Context: an optimization exercise on an open-source flow, tuned for small area and a short achievable clock period. The choices shown serve that exercise and are no tape-out recipe. In this exercise RTL edits were held to simulation tests only and were not proved equivalent to the original.

===== constraint.sdc =====
create_clock -name core_clock -period 8.0 [get_ports {clk}]
set_input_delay 1.6000 -clock core_clock [delete_from_list [all_inputs] [get_ports {clk}]]
set_output_delay 1.6000 -clock core_clock [all_outputs]
set_load 0.01 [all_outputs]

===== flow/run.sh =====
#!/bin/bash
# The standard layout flow with these changes in how the layout is made (the
# clock period and the constraints stay the design's): the ports are buffered
# with buf_2 cells, and clock tree synthesis adds no dummy loads. The make
# output goes to standard.log; each ORFS step keeps its own log under orfs/logs.
set -euo pipefail
bash standard.sh SETUP_SLACK_MARGIN=5.3 MATCH_CELL_FOOTPRINT=0 \
    "BUFFER_PORTS_ARGS=-buffer_cell sky130_fd_sc_hd__buf_2" \
    "CTS_ARGS=-sink_clustering_enable -repair_clock_nets -dont_use_dummy_load -buf_list sky130_fd_sc_hd__clkbuf_8 -sink_clustering_size 20 -sink_clustering_max_diameter 60" \
    finish > standard.log 2>&1

===== config.mk =====
export PLATFORM = sky130hd
export DESIGN_NAME = matrix_multiplier
export DESIGN_NICKNAME = matrix_multiplier
export VERILOG_FILES = /design/flow/design.v
export SDC_FILE = /design/flow/constraint.sdc
export NUM_CORES = 4
export LEC_CHECK = 0
export CAP_MARGIN = 20
export CORE_MARGIN = 2
export CORE_UTILIZATION = 40
export CTS_BUF_LIST = sky130_fd_sc_hd__clkbuf_8
export CTS_CLUSTER_DIAMETER = 60
export CTS_CLUSTER_SIZE = 20
export PLACE_DENSITY = 0.8
export SLEW_MARGIN = 20
export SYNTH_HIERARCHICAL = 1
export SYNTH_MINIMUM_KEEP_SIZE = 0

===== standard.sh =====
#!/bin/bash
# synth_recipe.tcl (not shown) runs the flow's synth.tcl, then flattens the netlist and writes it again
# the make line also repeats each setting of config.mk as NAME=value (left out here)
make -C /OpenROAD-flow-scripts/flow DESIGN_CONFIG=/design/flow/config.mk WORK_HOME=/design/flow/orfs CLKGATE_MAP_FILE= SYNTH_SCRIPT=/design/flow/synth_recipe.tcl "${@:-finish}"

===== design.v =====
module matrix_multiplier (
    input clk,
    input reset,
    input start,
    input [7:0] in,
    output reg [15:0] o,
    output reg done
);
    reg [4:0] cnt;
    wire busy = cnt != 5'd0;
    wire [7:0] in_n = ~in;    
    reg [7:0] r0 [0:2];
    reg [7:0] r1 [0:2];
    reg [7:0] r2 [0:2];
    wire load_b0 = cnt >= 5'd10 && cnt <= 5'd12;
    wire load_b1 = cnt >= 5'd13 && cnt <= 5'd15;
    wire load_b2 = cnt >= 5'd16 && cnt <= 5'd18;
    always @(posedge clk) begin
        r0[0] <= load_b0 ? in_n : r0[2];
        r1[0] <= load_b1 ? in_n : r1[2];
        r2[0] <= load_b2 ? in_n : r2[2];
        r0[1] <= r0[0]; r0[2] <= r0[1];
        r1[1] <= r1[0]; r1[2] <= r1[1];
        r2[1] <= r2[0]; r2[2] <= r2[1];
    end
    reg [7:0] a0 [0:2];
    always @(posedge clk)
        if (cnt == 5'd1 || cnt == 5'd4 || cnt == 5'd7 || cnt == 5'd20 || cnt == 5'd23) begin
            a0[0] <= a0[1]; a0[1] <= a0[2]; a0[2] <= in_n;
        end
    reg [7:0] a1 [0:2];
    always @(posedge clk)
        if (cnt == 5'd2 || cnt == 5'd5 || cnt == 5'd8 || cnt == 5'd21 || cnt == 5'd24) begin
            a1[0] <= a1[1]; a1[1] <= a1[2]; a1[2] <= in_n;
        end
    reg [7:0] a2 [0:2];
    always @(posedge clk)
        if (cnt == 5'd3 || cnt == 5'd6 || cnt == 5'd9 || cnt == 5'd22 || cnt == 5'd25) begin
            a2[0] <= a2[1]; a2[1] <= a2[2]; a2[2] <= in_n;
        end
    wire [7:0] ha0 = a0[0];           
    wire [7:0] b0 = r0[1];            
    wire [7:0] ha1 = a1[0];           
    wire [7:0] b1 = r1[2];            
    wire [7:0] ha2 = a2[0];           
    wire [7:0] b2 = r2[0];            
    reg a1e_next;
    always @(posedge clk) a1e_next <= cnt == 5'd20 || cnt == 5'd23;
    wire ha1e = a1e_next ? a1[1][7] : a1[0][7];
    wire b1e = r1[1][0];
    wire s0_1 = ~(ha0[0] | b0[6]) ^ ~(ha0[1] | b0[5]);
    wire s0_2 = ~(ha0[0] | b0[6]) & ~(ha0[1] | b0[5]);
    wire s0_3, s0_4;
    fadd u_s0_3 (~(ha0[0] | b0[7]), ~(ha0[1] | b0[6]), ~(ha0[2] | b0[5]), s0_3, s0_4);
    wire s0_5, s0_6;
    fadd u_s0_5 (~(ha0[3] | b0[4]), ~(ha0[4] | b0[3]), ~(ha0[5] | b0[2]), s0_5, s0_6);
    wire s0_7, s0_8;
    fadd u_s0_7 (~(ha0[1] | b0[7]), ~(ha0[2] | b0[6]), ~(ha0[3] | b0[5]), s0_7, s0_8);
    wire s0_9 = ~(ha0[4] | b0[4]) ^ ~(ha0[5] | b0[3]);
    wire s0_10 = ~(ha0[4] | b0[4]) & ~(ha0[5] | b0[3]);
    wire s0_11, s0_12;
    fadd u_s0_11 (~(ha0[2] | b0[7]), ~(ha0[3] | b0[6]), ~(ha0[4] | b0[5]), s0_11, s0_12);
    wire s0_13 = ~(ha0[0] | b0[4]) ^ ~(ha0[1] | b0[3]);
    wire s0_14 = ~(ha0[0] | b0[4]) & ~(ha0[1] | b0[3]);
    wire s0_15, s0_16;
    fadd u_s0_15 (~(ha0[0] | b0[5]), ~(ha0[1] | b0[4]), ~(ha0[2] | b0[3]), s0_15, s0_16);
    wire s0_17 = ~(ha0[3] | b0[2]) ^ ~(ha0[4] | b0[1]);
    wire s0_18 = ~(ha0[3] | b0[2]) & ~(ha0[4] | b0[1]);
    wire s0_19, s0_20;
    fadd u_s0_19 (s0_1, ~(ha0[2] | b0[4]), ~(ha0[3] | b0[3]), s0_19, s0_20);
    wire s0_21, s0_22;
    fadd u_s0_21 (~(ha0[4] | b0[2]), ~(ha0[5] | b0[1]), ~(ha0[6] | b0[0]), s0_21, s0_22);
    wire s0_23, s0_24;
    fadd u_s0_23 (s0_2, s0_3, s0_5, s0_23, s0_24);
    wire s0_25, s0_26;
    fadd u_s0_25 (~(ha0[6] | b0[1]), ~(ha0[7] | b0[0]), ~(ha1e | b1e), s0_25, s0_26);
    wire s0_27, s0_28;
    fadd u_s0_27 (s0_4, s0_6, s0_7, s0_27, s0_28);
    wire s0_29, s0_30;
    fadd u_s0_29 (s0_9, ~(ha0[6] | b0[2]), ~(ha0[7] | b0[1]), s0_29, s0_30);
    wire s0_31, s0_32;
    fadd u_s0_31 (s0_8, s0_10, s0_11, s0_31, s0_32);
    wire s0_33, s0_34;
    fadd u_s0_33 (~(ha0[5] | b0[4]), ~(ha0[6] | b0[3]), ~(ha0[7] | b0[2]), s0_33, s0_34);
    wire s0_35, s0_36;
    fadd u_s0_35 (s0_12, ~(ha0[3] | b0[7]), ~(ha0[4] | b0[6]), s0_35, s0_36);
    wire s0_37, s0_38;
    fadd u_s0_37 (~(ha0[5] | b0[5]), ~(ha0[6] | b0[4]), ~(ha0[7] | b0[3]), s0_37, s0_38);
    wire s0_39, s0_40;
    fadd u_s0_39 (~(ha0[4] | b0[7]), ~(ha0[5] | b0[6]), ~(ha0[6] | b0[5]), s0_39, s0_40);
    wire s0_41 = ~(ha0[0] | b0[3]) ^ ~(ha0[1] | b0[2]);
    wire s0_42 = ~(ha0[0] | b0[3]) & ~(ha0[1] | b0[2]);
    wire s0_43, s0_44;
    fadd u_s0_43 (s0_13, ~(ha0[2] | b0[2]), ~(ha0[3] | b0[1]), s0_43, s0_44);
    wire s0_45, s0_46;
    fadd u_s0_45 (s0_14, s0_15, s0_17, s0_45, s0_46);
    wire s0_47, s0_48;
    fadd u_s0_47 (s0_16, s0_18, s0_19, s0_47, s0_48);
    wire s0_49, s0_50;
    fadd u_s0_49 (s0_20, s0_22, s0_23, s0_49, s0_50);
    wire s0_51, s0_52;
    fadd u_s0_51 (s0_24, s0_26, s0_27, s0_51, s0_52);
    wire s0_53, s0_54;
    fadd u_s0_53 (s0_28, s0_30, s0_31, s0_53, s0_54);
    wire s0_55, s0_56;
    fadd u_s0_55 (s0_32, s0_34, s0_35, s0_55, s0_56);
    wire s0_57, s0_58;
    fadd u_s0_57 (s0_36, s0_38, s0_39, s0_57, s0_58);
    wire s0_59, s0_60;
    fadd u_s0_59 (s0_40, ~(ha0[5] | b0[7]), ~(ha0[6] | b0[6]), s0_59, s0_60);
    wire s0_61 = ~(ha0[0] | b0[2]) ^ ~(ha0[1] | b0[1]);
    wire s0_62 = ~(ha0[0] | b0[2]) & ~(ha0[1] | b0[1]);
    wire s0_63, s0_64;
    fadd u_s0_63 (s0_41, ~(ha0[2] | b0[1]), ~(ha0[3] | b0[0]), s0_63, s0_64);
    wire s0_65, s0_66;
    fadd u_s0_65 (s0_42, s0_43, ~(ha0[4] | b0[0]), s0_65, s0_66);
    wire s0_67, s0_68;
    fadd u_s0_67 (s0_44, s0_45, ~(ha0[5] | b0[0]), s0_67, s0_68);
    wire s0_69, s0_70;
    fadd u_s0_69 (s0_46, s0_47, s0_21, s0_69, s0_70);
    wire s0_71, s0_72;
    fadd u_s0_71 (s0_48, s0_49, s0_25, s0_71, s0_72);
    wire s0_73, s0_74;
    fadd u_s0_73 (s0_50, s0_51, s0_29, s0_73, s0_74);
    wire s0_75, s0_76;
    fadd u_s0_75 (s0_52, s0_53, s0_33, s0_75, s0_76);
    wire s0_77, s0_78;
    fadd u_s0_77 (s0_54, s0_55, s0_37, s0_77, s0_78);
    wire s0_79, s0_80;
    fadd u_s0_79 (s0_56, s0_57, ~(ha0[7] | b0[4]), s0_79, s0_80);
    wire s0_81, s0_82;
    fadd u_s0_81 (s0_58, s0_59, ~(ha0[7] | b0[5]), s0_81, s0_82);
    wire s0_83, s0_84;
    fadd u_s0_83 (s0_60, ~(ha0[6] | b0[7]), ~(ha0[7] | b0[6]), s0_83, s0_84);
    reg q0_s0, q0_s1, q0_c1, q0_s2, q0_c2, q0_s3, q0_c3, q0_s4, q0_c4, q0_s5, q0_c5, q0_s6, q0_c6, q0_s7, q0_c7, q0_s8, q0_c8, q0_s9, q0_c9, q0_s10, q0_c10, q0_s11, q0_c11, q0_s12, q0_c12, q0_s13, q0_c13, q0_s14, q0_c14;
    always @(posedge clk) begin
        q0_s0 <= ~(ha0[0] | b0[0]);
        q0_s1 <= ~(ha0[0] | b0[1]);
        q0_c1 <= ~(ha0[1] | b0[0]);
        q0_s2 <= s0_61;
        q0_c2 <= ~(ha0[2] | b0[0]);
        q0_s3 <= s0_62;
        q0_c3 <= s0_63;
        q0_s4 <= s0_64;
        q0_c4 <= s0_65;
        q0_s5 <= s0_66;
        q0_c5 <= s0_67;
        q0_s6 <= s0_68;
        q0_c6 <= s0_69;
        q0_s7 <= s0_70;
        q0_c7 <= s0_71;
        q0_s8 <= s0_72;
        q0_c8 <= s0_73;
        q0_s9 <= s0_74;
        q0_c9 <= s0_75;
        q0_s10 <= s0_76;
        q0_c10 <= s0_77;
        q0_s11 <= s0_78;
        q0_c11 <= s0_79;
        q0_s12 <= s0_80;
        q0_c12 <= s0_81;
        q0_s13 <= s0_82;
        q0_c13 <= s0_83;
        q0_s14 <= s0_84;
        q0_c14 <= ~(ha0[7] | b0[7]);
    end
    wire s1_1 = q0_s4 ^ q0_c4;
    wire s1_2 = q0_s4 & q0_c4;
    wire s1_3, s1_4;
    fadd u_s1_3 (q0_s5, q0_c5, ~(ha1[0] | b1[5]), s1_3, s1_4);
    wire s1_5 = ~(ha1[1] | b1[4]) ^ ~(ha1[2] | b1[3]);
    wire s1_6 = ~(ha1[1] | b1[4]) & ~(ha1[2] | b1[3]);
    wire s1_7, s1_8;
    fadd u_s1_7 (q0_s6, q0_c6, ~(ha1[0] | b1[6]), s1_7, s1_8);
    wire s1_9, s1_10;
    fadd u_s1_9 (~(ha1[1] | b1[5]), ~(ha1[2] | b1[4]), ~(ha1[3] | b1[3]), s1_9, s1_10);
    wire s1_11 = ~(ha1[4] | b1[2]) ^ ~(ha1[5] | b1[1]);
    wire s1_12 = ~(ha1[4] | b1[2]) & ~(ha1[5] | b1[1]);
    wire s1_13, s1_14;
    fadd u_s1_13 (q0_s7, q0_c7, ~(ha1[0] | b1[7]), s1_13, s1_14);
    wire s1_15, s1_16;
    fadd u_s1_15 (~(ha1[1] | b1[6]), ~(ha1[2] | b1[5]), ~(ha1[3] | b1[4]), s1_15, s1_16);
    wire s1_17, s1_18;
    fadd u_s1_17 (~(ha1[4] | b1[3]), ~(ha1[5] | b1[2]), ~(ha1[6] | b1[1]), s1_17, s1_18);
    wire s1_19, s1_20;
    fadd u_s1_19 (q0_s8, q0_c8, ~(ha1[1] | b1[7]), s1_19, s1_20);
    wire s1_21, s1_22;
    fadd u_s1_21 (~(ha1[2] | b1[6]), ~(ha1[3] | b1[5]), ~(ha1[4] | b1[4]), s1_21, s1_22);
    wire s1_23, s1_24;
    fadd u_s1_23 (~(ha1[5] | b1[3]), ~(ha1[6] | b1[2]), ~(ha1[7] | b1[1]), s1_23, s1_24);
    wire s1_25, s1_26;
    fadd u_s1_25 (q0_s9, q0_c9, ~(ha1[2] | b1[7]), s1_25, s1_26);
    wire s1_27, s1_28;
    fadd u_s1_27 (~(ha1[3] | b1[6]), ~(ha1[4] | b1[5]), ~(ha1[5] | b1[4]), s1_27, s1_28);
    wire s1_29 = ~(ha1[6] | b1[3]) ^ ~(ha1[7] | b1[2]);
    wire s1_30 = ~(ha1[6] | b1[3]) & ~(ha1[7] | b1[2]);
    wire s1_31, s1_32;
    fadd u_s1_31 (q0_s10, q0_c10, ~(ha1[3] | b1[7]), s1_31, s1_32);
    wire s1_33, s1_34;
    fadd u_s1_33 (~(ha1[4] | b1[6]), ~(ha1[5] | b1[5]), ~(ha1[6] | b1[4]), s1_33, s1_34);
    wire s1_35, s1_36;
    fadd u_s1_35 (q0_s11, q0_c11, ~(ha1[4] | b1[7]), s1_35, s1_36);
    wire s1_37 = q0_s2 ^ q0_c2;
    wire s1_38 = q0_s2 & q0_c2;
    wire s1_39, s1_40;
    fadd u_s1_39 (q0_s3, q0_c3, ~(ha1[0] | b1[3]), s1_39, s1_40);
    wire s1_41 = ~(ha1[1] | b1[2]) ^ ~(ha1[2] | b1[1]);
    wire s1_42 = ~(ha1[1] | b1[2]) & ~(ha1[2] | b1[1]);
    wire s1_43, s1_44;
    fadd u_s1_43 (s1_1, ~(ha1[0] | b1[4]), ~(ha1[1] | b1[3]), s1_43, s1_44);
    wire s1_45, s1_46;
    fadd u_s1_45 (~(ha1[2] | b1[2]), ~(ha1[3] | b1[1]), ~(ha1[4] | b1[0]), s1_45, s1_46);
    wire s1_47, s1_48;
    fadd u_s1_47 (s1_2, s1_3, s1_5, s1_47, s1_48);
    wire s1_49, s1_50;
    fadd u_s1_49 (~(ha1[3] | b1[2]), ~(ha1[4] | b1[1]), ~(ha1[5] | b1[0]), s1_49, s1_50);
    wire s1_51, s1_52;
    fadd u_s1_51 (s1_4, s1_6, s1_7, s1_51, s1_52);
    wire s1_53, s1_54;
    fadd u_s1_53 (s1_9, s1_11, ~(ha1[6] | b1[0]), s1_53, s1_54);
    wire s1_55, s1_56;
    fadd u_s1_55 (s1_8, s1_10, s1_12, s1_55, s1_56);
    wire s1_57, s1_58;
    fadd u_s1_57 (s1_13, s1_15, s1_17, s1_57, s1_58);
    wire s1_59, s1_60;
    fadd u_s1_59 (s1_14, s1_16, s1_18, s1_59, s1_60);
    wire s1_61, s1_62;
    fadd u_s1_61 (s1_19, s1_21, s1_23, s1_61, s1_62);
    wire s1_63, s1_64;
    fadd u_s1_63 (s1_20, s1_22, s1_24, s1_63, s1_64);
    wire s1_65, s1_66;
    fadd u_s1_65 (s1_25, s1_27, s1_29, s1_65, s1_66);
    wire s1_67, s1_68;
    fadd u_s1_67 (s1_26, s1_28, s1_30, s1_67, s1_68);
    wire s1_69, s1_70;
    fadd u_s1_69 (s1_31, s1_33, ~(ha1[7] | b1[3]), s1_69, s1_70);
    wire s1_71, s1_72;
    fadd u_s1_71 (s1_32, s1_34, s1_35, s1_71, s1_72);
    wire s1_73, s1_74;
    fadd u_s1_73 (~(ha1[5] | b1[6]), ~(ha1[6] | b1[5]), ~(ha1[7] | b1[4]), s1_73, s1_74);
    wire s1_75, s1_76;
    fadd u_s1_75 (s1_36, q0_s12, q0_c12, s1_75, s1_76);
    wire s1_77, s1_78;
    fadd u_s1_77 (~(ha1[5] | b1[7]), ~(ha1[6] | b1[6]), ~(ha1[7] | b1[5]), s1_77, s1_78);
    wire s1_79, s1_80;
    fadd u_s1_79 (q0_s13, q0_c13, ~(ha1[6] | b1[7]), s1_79, s1_80);
    wire s1_81 = q0_s1 ^ q0_c1;
    wire s1_82 = q0_s1 & q0_c1;
    wire s1_83, s1_84;
    fadd u_s1_83 (s1_37, ~(ha1[0] | b1[2]), ~(ha1[1] | b1[1]), s1_83, s1_84);
    wire s1_85, s1_86;
    fadd u_s1_85 (s1_38, s1_39, s1_41, s1_85, s1_86);
    wire s1_87, s1_88;
    fadd u_s1_87 (s1_40, s1_42, s1_43, s1_87, s1_88);
    wire s1_89, s1_90;
    fadd u_s1_89 (s1_44, s1_46, s1_47, s1_89, s1_90);
    wire s1_91, s1_92;
    fadd u_s1_91 (s1_48, s1_50, s1_51, s1_91, s1_92);
    wire s1_93, s1_94;
    fadd u_s1_93 (s1_52, s1_54, s1_55, s1_93, s1_94);
    wire s1_95, s1_96;
    fadd u_s1_95 (s1_56, s1_58, s1_59, s1_95, s1_96);
    wire s1_97, s1_98;
    fadd u_s1_97 (s1_60, s1_62, s1_63, s1_97, s1_98);
    wire s1_99, s1_100;
    fadd u_s1_99 (s1_64, s1_66, s1_67, s1_99, s1_100);
    wire s1_101, s1_102;
    fadd u_s1_101 (s1_68, s1_70, s1_71, s1_101, s1_102);
    wire s1_103, s1_104;
    fadd u_s1_103 (s1_72, s1_74, s1_75, s1_103, s1_104);
    wire s1_105, s1_106;
    fadd u_s1_105 (s1_76, s1_78, s1_79, s1_105, s1_106);
    wire s1_107, s1_108;
    fadd u_s1_107 (s1_80, q0_s14, q0_c14, s1_107, s1_108);
    wire s1_109 = s1_81 ^ ~(ha1[0] | b1[1]);
    wire s1_110 = s1_81 & ~(ha1[0] | b1[1]);
    wire s1_111, s1_112;
    fadd u_s1_111 (s1_82, s1_83, ~(ha1[2] | b1[0]), s1_111, s1_112);
    wire s1_113, s1_114;
    fadd u_s1_113 (s1_84, s1_85, ~(ha1[3] | b1[0]), s1_113, s1_114);
    wire s1_115, s1_116;
    fadd u_s1_115 (s1_86, s1_87, s1_45, s1_115, s1_116);
    wire s1_117, s1_118;
    fadd u_s1_117 (s1_88, s1_89, s1_49, s1_117, s1_118);
    wire s1_119, s1_120;
    fadd u_s1_119 (s1_90, s1_91, s1_53, s1_119, s1_120);
    wire s1_121, s1_122;
    fadd u_s1_121 (s1_92, s1_93, s1_57, s1_121, s1_122);
    wire s1_123, s1_124;
    fadd u_s1_123 (s1_94, s1_95, s1_61, s1_123, s1_124);
    wire s1_125, s1_126;
    fadd u_s1_125 (s1_96, s1_97, s1_65, s1_125, s1_126);
    wire s1_127, s1_128;
    fadd u_s1_127 (s1_98, s1_99, s1_69, s1_127, s1_128);
    wire s1_129, s1_130;
    fadd u_s1_129 (s1_100, s1_101, s1_73, s1_129, s1_130);
    wire s1_131, s1_132;
    fadd u_s1_131 (s1_102, s1_103, s1_77, s1_131, s1_132);
    wire s1_133, s1_134;
    fadd u_s1_133 (s1_104, s1_105, ~(ha1[7] | b1[6]), s1_133, s1_134);
    wire s1_135, s1_136;
    fadd u_s1_135 (s1_106, s1_107, ~(ha1[7] | b1[7]), s1_135, s1_136);
    wire s1_137 = s1_136 ^ s1_108;
    reg q1_s0, q1_c0, q1_s1, q1_c1, q1_s2, q1_c2, q1_s3, q1_c3, q1_s4, q1_c4, q1_s5, q1_c5, q1_s6, q1_c6, q1_s7, q1_c7, q1_s8, q1_c8, q1_s9, q1_c9, q1_s10, q1_c10, q1_s11, q1_c11, q1_s12, q1_c12, q1_s13, q1_c13, q1_s14, q1_c14, q1_s15;
    always @(posedge clk) begin
        q1_s0 <= q0_s0;
        q1_c0 <= ~(ha1[0] | b1[0]);
        q1_s1 <= s1_109;
        q1_c1 <= ~(ha1[1] | b1[0]);
        q1_s2 <= s1_110;
        q1_c2 <= s1_111;
        q1_s3 <= s1_112;
        q1_c3 <= s1_113;
        q1_s4 <= s1_114;
        q1_c4 <= s1_115;
        q1_s5 <= s1_116;
        q1_c5 <= s1_117;
        q1_s6 <= s1_118;
        q1_c6 <= s1_119;
        q1_s7 <= s1_120;
        q1_c7 <= s1_121;
        q1_s8 <= s1_122;
        q1_c8 <= s1_123;
        q1_s9 <= s1_124;
        q1_c9 <= s1_125;
        q1_s10 <= s1_126;
        q1_c10 <= s1_127;
        q1_s11 <= s1_128;
        q1_c11 <= s1_129;
        q1_s12 <= s1_130;
        q1_c12 <= s1_131;
        q1_s13 <= s1_132;
        q1_c13 <= s1_133;
        q1_s14 <= s1_134;
        q1_c14 <= s1_135;
        q1_s15 <= s1_137;
    end
    wire s2_1 = q1_s4 ^ q1_c4;
    wire s2_2 = q1_s4 & q1_c4;
    wire s2_3, s2_4;
    fadd u_s2_3 (q1_s5, q1_c5, ~(ha2[0] | b2[5]), s2_3, s2_4);
    wire s2_5 = ~(ha2[1] | b2[4]) ^ ~(ha2[2] | b2[3]);
    wire s2_6 = ~(ha2[1] | b2[4]) & ~(ha2[2] | b2[3]);
    wire s2_7, s2_8;
    fadd u_s2_7 (q1_s6, q1_c6, ~(ha2[0] | b2[6]), s2_7, s2_8);
    wire s2_9, s2_10;
    fadd u_s2_9 (~(ha2[1] | b2[5]), ~(ha2[2] | b2[4]), ~(ha2[3] | b2[3]), s2_9, s2_10);
    wire s2_11 = ~(ha2[4] | b2[2]) ^ ~(ha2[5] | b2[1]);
    wire s2_12 = ~(ha2[4] | b2[2]) & ~(ha2[5] | b2[1]);
    wire s2_13, s2_14;
    fadd u_s2_13 (q1_s7, q1_c7, ~(ha2[0] | b2[7]), s2_13, s2_14);
    wire s2_15, s2_16;
    fadd u_s2_15 (~(ha2[1] | b2[6]), ~(ha2[2] | b2[5]), ~(ha2[3] | b2[4]), s2_15, s2_16);
    wire s2_17, s2_18;
    fadd u_s2_17 (~(ha2[4] | b2[3]), ~(ha2[5] | b2[2]), ~(ha2[6] | b2[1]), s2_17, s2_18);
    wire s2_19, s2_20;
    fadd u_s2_19 (q1_s8, q1_c8, ~(ha2[1] | b2[7]), s2_19, s2_20);
    wire s2_21, s2_22;
    fadd u_s2_21 (~(ha2[2] | b2[6]), ~(ha2[3] | b2[5]), ~(ha2[4] | b2[4]), s2_21, s2_22);
    wire s2_23, s2_24;
    fadd u_s2_23 (~(ha2[5] | b2[3]), ~(ha2[6] | b2[2]), ~(ha2[7] | b2[1]), s2_23, s2_24);
    wire s2_25, s2_26;
    fadd u_s2_25 (q1_s9, q1_c9, ~(ha2[2] | b2[7]), s2_25, s2_26);
    wire s2_27, s2_28;
    fadd u_s2_27 (~(ha2[3] | b2[6]), ~(ha2[4] | b2[5]), ~(ha2[5] | b2[4]), s2_27, s2_28);
    wire s2_29 = ~(ha2[6] | b2[3]) ^ ~(ha2[7] | b2[2]);
    wire s2_30 = ~(ha2[6] | b2[3]) & ~(ha2[7] | b2[2]);
    wire s2_31, s2_32;
    fadd u_s2_31 (q1_s10, q1_c10, ~(ha2[3] | b2[7]), s2_31, s2_32);
    wire s2_33, s2_34;
    fadd u_s2_33 (~(ha2[4] | b2[6]), ~(ha2[5] | b2[5]), ~(ha2[6] | b2[4]), s2_33, s2_34);
    wire s2_35, s2_36;
    fadd u_s2_35 (q1_s11, q1_c11, ~(ha2[4] | b2[7]), s2_35, s2_36);
    wire s2_37 = q1_s2 ^ q1_c2;
    wire s2_38 = q1_s2 & q1_c2;
    wire s2_39, s2_40;
    fadd u_s2_39 (q1_s3, q1_c3, ~(ha2[0] | b2[3]), s2_39, s2_40);
    wire s2_41 = ~(ha2[1] | b2[2]) ^ ~(ha2[2] | b2[1]);
    wire s2_42 = ~(ha2[1] | b2[2]) & ~(ha2[2] | b2[1]);
    wire s2_43, s2_44;
    fadd u_s2_43 (s2_1, ~(ha2[0] | b2[4]), ~(ha2[1] | b2[3]), s2_43, s2_44);
    wire s2_45, s2_46;
    fadd u_s2_45 (~(ha2[2] | b2[2]), ~(ha2[3] | b2[1]), ~(ha2[4] | b2[0]), s2_45, s2_46);
    wire s2_47, s2_48;
    fadd u_s2_47 (s2_2, s2_3, s2_5, s2_47, s2_48);
    wire s2_49, s2_50;
    fadd u_s2_49 (~(ha2[3] | b2[2]), ~(ha2[4] | b2[1]), ~(ha2[5] | b2[0]), s2_49, s2_50);
    wire s2_51, s2_52;
    fadd u_s2_51 (s2_4, s2_6, s2_7, s2_51, s2_52);
    wire s2_53, s2_54;
    fadd u_s2_53 (s2_9, s2_11, ~(ha2[6] | b2[0]), s2_53, s2_54);
    wire s2_55, s2_56;
    fadd u_s2_55 (s2_8, s2_10, s2_12, s2_55, s2_56);
    wire s2_57, s2_58;
    fadd u_s2_57 (s2_13, s2_15, s2_17, s2_57, s2_58);
    wire s2_59, s2_60;
    fadd u_s2_59 (s2_14, s2_16, s2_18, s2_59, s2_60);
    wire s2_61, s2_62;
    fadd u_s2_61 (s2_19, s2_21, s2_23, s2_61, s2_62);
    wire s2_63, s2_64;
    fadd u_s2_63 (s2_20, s2_22, s2_24, s2_63, s2_64);
    wire s2_65, s2_66;
    fadd u_s2_65 (s2_25, s2_27, s2_29, s2_65, s2_66);
    wire s2_67, s2_68;
    fadd u_s2_67 (s2_26, s2_28, s2_30, s2_67, s2_68);
    wire s2_69, s2_70;
    fadd u_s2_69 (s2_31, s2_33, ~(ha2[7] | b2[3]), s2_69, s2_70);
    wire s2_71, s2_72;
    fadd u_s2_71 (s2_32, s2_34, s2_35, s2_71, s2_72);
    wire s2_73, s2_74;
    fadd u_s2_73 (~(ha2[5] | b2[6]), ~(ha2[6] | b2[5]), ~(ha2[7] | b2[4]), s2_73, s2_74);
    wire s2_75, s2_76;
    fadd u_s2_75 (s2_36, q1_s12, q1_c12, s2_75, s2_76);
    wire s2_77, s2_78;
    fadd u_s2_77 (~(ha2[5] | b2[7]), ~(ha2[6] | b2[6]), ~(ha2[7] | b2[5]), s2_77, s2_78);
    wire s2_79, s2_80;
    fadd u_s2_79 (q1_s13, q1_c13, ~(ha2[6] | b2[7]), s2_79, s2_80);
    wire s2_81 = q1_s1 ^ q1_c1;
    wire s2_82 = q1_s1 & q1_c1;
    wire s2_83, s2_84;
    fadd u_s2_83 (s2_37, ~(ha2[0] | b2[2]), ~(ha2[1] | b2[1]), s2_83, s2_84);
    wire s2_85, s2_86;
    fadd u_s2_85 (s2_38, s2_39, s2_41, s2_85, s2_86);
    wire s2_87, s2_88;
    fadd u_s2_87 (s2_40, s2_42, s2_43, s2_87, s2_88);
    wire s2_89, s2_90;
    fadd u_s2_89 (s2_44, s2_46, s2_47, s2_89, s2_90);
    wire s2_91, s2_92;
    fadd u_s2_91 (s2_48, s2_50, s2_51, s2_91, s2_92);
    wire s2_93, s2_94;
    fadd u_s2_93 (s2_52, s2_54, s2_55, s2_93, s2_94);
    wire s2_95, s2_96;
    fadd u_s2_95 (s2_56, s2_58, s2_59, s2_95, s2_96);
    wire s2_97, s2_98;
    fadd u_s2_97 (s2_60, s2_62, s2_63, s2_97, s2_98);
    wire s2_99, s2_100;
    fadd u_s2_99 (s2_64, s2_66, s2_67, s2_99, s2_100);
    wire s2_101, s2_102;
    fadd u_s2_101 (s2_68, s2_70, s2_71, s2_101, s2_102);
    wire s2_103, s2_104;
    fadd u_s2_103 (s2_72, s2_74, s2_75, s2_103, s2_104);
    wire s2_105, s2_106;
    fadd u_s2_105 (s2_76, s2_78, s2_79, s2_105, s2_106);
    wire s2_107, s2_108;
    fadd u_s2_107 (s2_80, q1_s14, q1_c14, s2_107, s2_108);
    wire s2_109 = q1_s0 ^ q1_c0;
    wire s2_110 = q1_s0 & q1_c0;
    wire s2_111, s2_112;
    fadd u_s2_111 (s2_81, ~(ha2[0] | b2[1]), ~(ha2[1] | b2[0]), s2_111, s2_112);
    wire s2_113, s2_114;
    fadd u_s2_113 (s2_82, s2_83, ~(ha2[2] | b2[0]), s2_113, s2_114);
    wire s2_115, s2_116;
    fadd u_s2_115 (s2_84, s2_85, ~(ha2[3] | b2[0]), s2_115, s2_116);
    wire s2_117, s2_118;
    fadd u_s2_117 (s2_86, s2_87, s2_45, s2_117, s2_118);
    wire s2_119, s2_120;
    fadd u_s2_119 (s2_88, s2_89, s2_49, s2_119, s2_120);
    wire s2_121, s2_122;
    fadd u_s2_121 (s2_90, s2_91, s2_53, s2_121, s2_122);
    wire s2_123, s2_124;
    fadd u_s2_123 (s2_92, s2_93, s2_57, s2_123, s2_124);
    wire s2_125, s2_126;
    fadd u_s2_125 (s2_94, s2_95, s2_61, s2_125, s2_126);
    wire s2_127, s2_128;
    fadd u_s2_127 (s2_96, s2_97, s2_65, s2_127, s2_128);
    wire s2_129, s2_130;
    fadd u_s2_129 (s2_98, s2_99, s2_69, s2_129, s2_130);
    wire s2_131, s2_132;
    fadd u_s2_131 (s2_100, s2_101, s2_73, s2_131, s2_132);
    wire s2_133, s2_134;
    fadd u_s2_133 (s2_102, s2_103, s2_77, s2_133, s2_134);
    wire s2_135, s2_136;
    fadd u_s2_135 (s2_104, s2_105, ~(ha2[7] | b2[6]), s2_135, s2_136);
    wire s2_137, s2_138;
    fadd u_s2_137 (s2_106, s2_107, ~(ha2[7] | b2[7]), s2_137, s2_138);
    wire s2_139 = s2_108 ^ q1_s15;
    wire s2_140 = s2_138 ^ s2_139;
    reg q2_s0, q2_c0, q2_s1, q2_c1, q2_s2, q2_c2, q2_s3, q2_c3, q2_s4, q2_c4, q2_s5, q2_c5, q2_s6, q2_c6, q2_s7, q2_c7, q2_s8, q2_c8, q2_s9, q2_c9, q2_s10, q2_c10, q2_s11, q2_c11, q2_s12, q2_c12, q2_s13, q2_c13, q2_s14, q2_c14, q2_s15, q2_x7;
    always @(posedge clk) begin
        q2_s0 <= s2_109;
        q2_c0 <= ~(ha2[0] | b2[0]);
        q2_s1 <= s2_110;
        q2_c1 <= s2_111;
        q2_s2 <= s2_112;
        q2_c2 <= s2_113;
        q2_s3 <= s2_114;
        q2_c3 <= s2_115;
        q2_s4 <= s2_116;
        q2_c4 <= s2_117;
        q2_s5 <= s2_118;
        q2_c5 <= s2_119;
        q2_s6 <= s2_120;
        q2_c6 <= s2_121;
        q2_s7 <= s2_122;
        q2_c7 <= s2_123;
        q2_s8 <= s2_124;
        q2_c8 <= s2_125;
        q2_s9 <= s2_126;
        q2_c9 <= s2_127;
        q2_s10 <= s2_128;
        q2_c10 <= s2_129;
        q2_s11 <= s2_130;
        q2_c11 <= s2_131;
        q2_s12 <= s2_132;
        q2_c12 <= s2_133;
        q2_s13 <= s2_134;
        q2_c13 <= s2_135;
        q2_s14 <= s2_136;
        q2_c14 <= s2_137;
        q2_s15 <= s2_140;
        q2_x7 <= ~(ha2[7] | b2[0]);
    end
    wire [15:0] sum_s = {q2_s15, q2_s14, q2_s13, q2_s12, q2_s11, q2_s10, q2_s9, q2_s8, q2_s7, q2_s6, q2_s5, q2_s4, q2_s3, q2_s2, q2_s1, q2_s0};
    wire [15:0] sum_c = {1'b0, q2_c14, q2_c13, q2_c12, q2_c11, q2_c10, q2_c9, q2_c8, q2_c7, q2_c6, q2_c5, q2_c4, q2_c3, q2_c2, q2_c1, q2_c0};
    wire [15:0] sum = sum_s + sum_c + {8'd0, q2_x7, 7'd0};
    wire valid = cnt >= 5'd21 && cnt <= 5'd29;
    always @(posedge clk or posedge reset) begin
        if (reset) begin
            cnt  <= 5'd0;
            o    <= 16'd0;
            done <= 1'b0;
        end else begin
            o    <= valid ? sum : 16'd0;
            done <= cnt == 5'd29 || cnt == 5'd30;
            if (cnt == 5'd30)
                cnt <= 5'd0;
            else if (busy || start)
                cnt <= cnt + 5'd1;
        end
    end
endmodule
module fadd (input a, input b, input c, output s, output co);
    assign s  = a ^ b ^ c;
    assign co = (a & b) | (a & c) | (b & c);
endmodule

==> flow_summary.yaml <==
outcome:
  status: "timing/DRC/antenna clean"
global_route:
  grtUsageTotal_pct: 14.1
  antenna_found_initial: 0
  grt_max_degree: 25
  grt_pass1_vias: 6876
  overflow: 0
  grt_pass1_wl_microns: 34700
placement:
  dp_hpwl_microns: 16000
  place_congestion: 0.880
  portBuffers: 27
worst_setup_path:
  crit_arrival_ns: 3.12
  critPathMostFrequentCell: "fa_1"
  critPathMaxStageDelay_ns: 0.54
  cp-start-kind: "flop"
  crit_slowest_cell: "edfxtp_1"
  worstPathRequired_ns: 8.40
  cp_cell_sequence: "nor2_1, fa_1, fa_1, fa_1, fa_1"
  crit_fanout: 6
  cp-end-kind: "flop"
  crit_type: "flop to flop"
cells_and_area:
  fill_cells: 2595
  synthToLayoutAreaGrowth_pct: 9.51
  final_nets: 1170
  drive_above_1_share_pct: 17.3
  antenna-diode-count: 0
logic_synthesis:
  synthArstFlopShare_pct: 8.49
  ys_seq_area_share_pct: 50.5
  syn-instance-count: 916
  avgSynthCellArea_sq_um: 13.0
  ys_seq_elements: 259
  ys_types: 43
  yosys-top-cells-area: "dfxtp_1 28%, fa_1 27%, edfxtp_1 18%"
  synth.largest_area_cell: "dfxtp_1"
  synth_top_area_share_pct: 27.7
  synth_flop_cell: "dfxtp_1"
  yosys_warnings: 13
  synth_area_sq_um: 11900
  synth_edf_count: 72
  postSynthNetCount: 1141
routing:
  avgRoutedWirePerCell_microns: 16.3
  firstDrtPassIters: 5
  wl_microns: 21800
  num_vias: 6570
  drc: 0
  drtIter0Drc: 472
  final_antenna_net_count: 0
  vias_per_cell: 4.93
sta:
  fin_tns_setup_ns: 0
  slew_violations: 0
  skew_ns: 0.0334
  fmax_ghz: 0.367
  setup_violations: 0
  finalCriticalPeriod_ns: 2.73
  finalHoldViolCount: 0
  timing.hold.ws_ns: 0.319
  worstMarginPinSlew_ns: 0.861
  max_slew_margin_pct: 42.6
  rsz0062_at_grt: "true"
  min_period_over_period_pct: 34.1
floorplanning:
  io_pins: 28
  rows: 63
  coreArea_sq_um: 29500
  die_y_microns: 177
  start_util_pct: 40.4
  die_area_sq_um: 31200
  die_w_microns: 177
clock_network:
  clk_latency_ns: 0.54
  cts_max_level: 1
  cts_tree: "yes"
  clockBufferDepth: 3
  postCtsHoldBufs: 0
  clock_sinks: 259
  cts_buffers: 18
  path_clk_slew_ns: 0.11
  clock-root-buffer: "clkbuf_8"
worst_hold_path:
  hp-class: "flop to flop"
job:
  maxCapViolCount: 0
-- logic make-up (layout without fill, tap and decap cells) --
family,Yosys count,after routing,synth area share (%)
simple gates,276,276,9.28
flops,259,259,50.5
fa+ha+maj,214,214,32.5
compound gates,77,77,4.19
buf+inv,76,103,2.44
xor+xnor,12,12,0.883
mux,2,2,0.168
-- layout by cell type, fill, tap and decap left out, types with 22 or more instances in the layout --
| cell | synthesis | routed |
|---|---|---|
| nor2_1 | 207 | 172 |
| o21ai_1 | 31 | 31 |
| ha_1 | 55 | 55 |
| buf_4 | 0 | 37 |
| buf_2 | 4 | 26 |
| dfxtp_1 | 165 | 147 |
| nor2_2 | 0 | 35 |
| nand2_1 | 38 | 38 |
| edfxtp_1 | 72 | 72 |
| fa_1 | 159 | 141 |
| dfrtp_1 | 22 | 22 |
-- worst max-delay path: cells and delay by family, from the launching register on --
kind,cells,cell delay [ns]
fa+ha+maj,4,1.84
flops,1,0.54
simple gates,1,0.22
-- cell usage after synthesis (2+ instances only) --
cell type / instances
edfxtp_1: 72
nand3_1: 4
a21o_1: 7
nor3_1: 5
xor2_1: 6
o211ai_1: 2
o2111a_1: 2
o21a_1: 3
a21oi_1: 12
ha_1: 55
a211oi_1: 3
nand2_1: 38
fa_1: 159
and2_1: 6
xnor2_1: 6
dfxtp_1: 165
or3_1: 5
clkbuf_1: 46
a22oi_1: 2
inv_1: 18
o21ai_0: 5
and3_1: 4
buf_2: 4
nor2b_1: 3
buf_1: 8
dfrtp_1: 22
nor2_1: 207
o21ai_1: 31
mux2i_1: 2
-- sequential cells by signal, indices dropped and copies added, names as in the netlist, 5 cells and up --
register / flops
a0: 24
a1: 24
a2: 24
cnt: 5
o: 16
r0: 24
r1: 24
r2: 24
-- path summary, 6_finish.rpt --
path	slack (ns)	cells after the start	to	from
max	5.27	5	q1_c8	a1[0][3]
min	0.32	0	r1[1][4]	r1[0][4]
max reg2reg	5.27	5	q1_c8	a1[0][3]
min reg2reg	0.32	0	r1[1][4]	r1[0][4]
max in group asynchronous	6.23	2	o[10]	reset
min in group asynchronous	1.22	2	o[12]	reset
-- per-module statistics from Yosys, one instance, submodules excluded --
| module | times used | flip-flops and latches |
|---|---|---|
| matrix_multiplier | 1 | 259 |
| fadd | 157 | 0 |
-- metal layers --
| metal | vias to the layer above | part of all wire, % | GRT usage, % |
|---|---|---|---|
| met5 | - | 0 | 0 |
| met4 | 0 | 3.6 | 4.99 |
| met3 | 56 | 4.2 | 1.87 |
| met2 | 201 | 49 | 24.5 |
| met1 | 3320 | 43 | 18.0 |
| li1 | 2993 | - | - |
-- repair_timing --
item | 4_1_cts | 5_1_grt
pin swaps | 6 | 40
setup endpoints to repair | 28 | 40
setup buffers | 20 | 17
resized for setup | 19 | 56
-- layout make-up --
| type | instances | area, sq um | share of cell area, % |
|---|---|---|---|
| repair buffers | 67 | 453 | 3.47 |
| multi-input cells | 581 | 5740 | 44.1 |
| inverters | 18 | 67.6 | 0.518 |
| clock buffers | 18 | 248 | 1.90 |
| well taps | 390 | 488 | 3.74 |
| flip-flops and latches | 259 | 6040 | 46.3 |
-- stage by stage --
stage                     instance area, sq um  utilization, %  setup WS (ns)  instances
after global routing                     13000            44.2           5.22       1333
final                                    13000            44.2           5.27       1333
after detailed placement                 12300            41.9           5.23       1278
after global placement                   12300            41.9           5.29       1278
after CTS                                12800            43.3           5.27       1316
after floorplan                          11900               -           5.30        916

[afterwards: timing with drivers on the ports]
Ports are ideal in the flow. The routed layout listed here was re-timed in OpenROAD.
Step 1 assumes that a clkbuf_16 drives the clock port and a buf_2 every other input.
Step 2 times the ports against the registers' clock, not the clock port: input delays grow and output delays shrink by t, the midpoint of the rising clock arrivals with the driver on.
Slacks: no drivers / after step 1 / after step 2; pairs: no drivers / after step 1.
t (ns): 0.562
setup WS [ns]: 5.273 / 5.273 / 5.273
hold WS [ns]: 0.319 / 0.319 / 0.319
worst setup path after step 2: register to register
cell pins on the clock port's net: 1
After both steps this run still meets setup and hold. For this run, drivers alone change the setup slack by 0.000 ns; drivers and shift together by 0.000 ns.
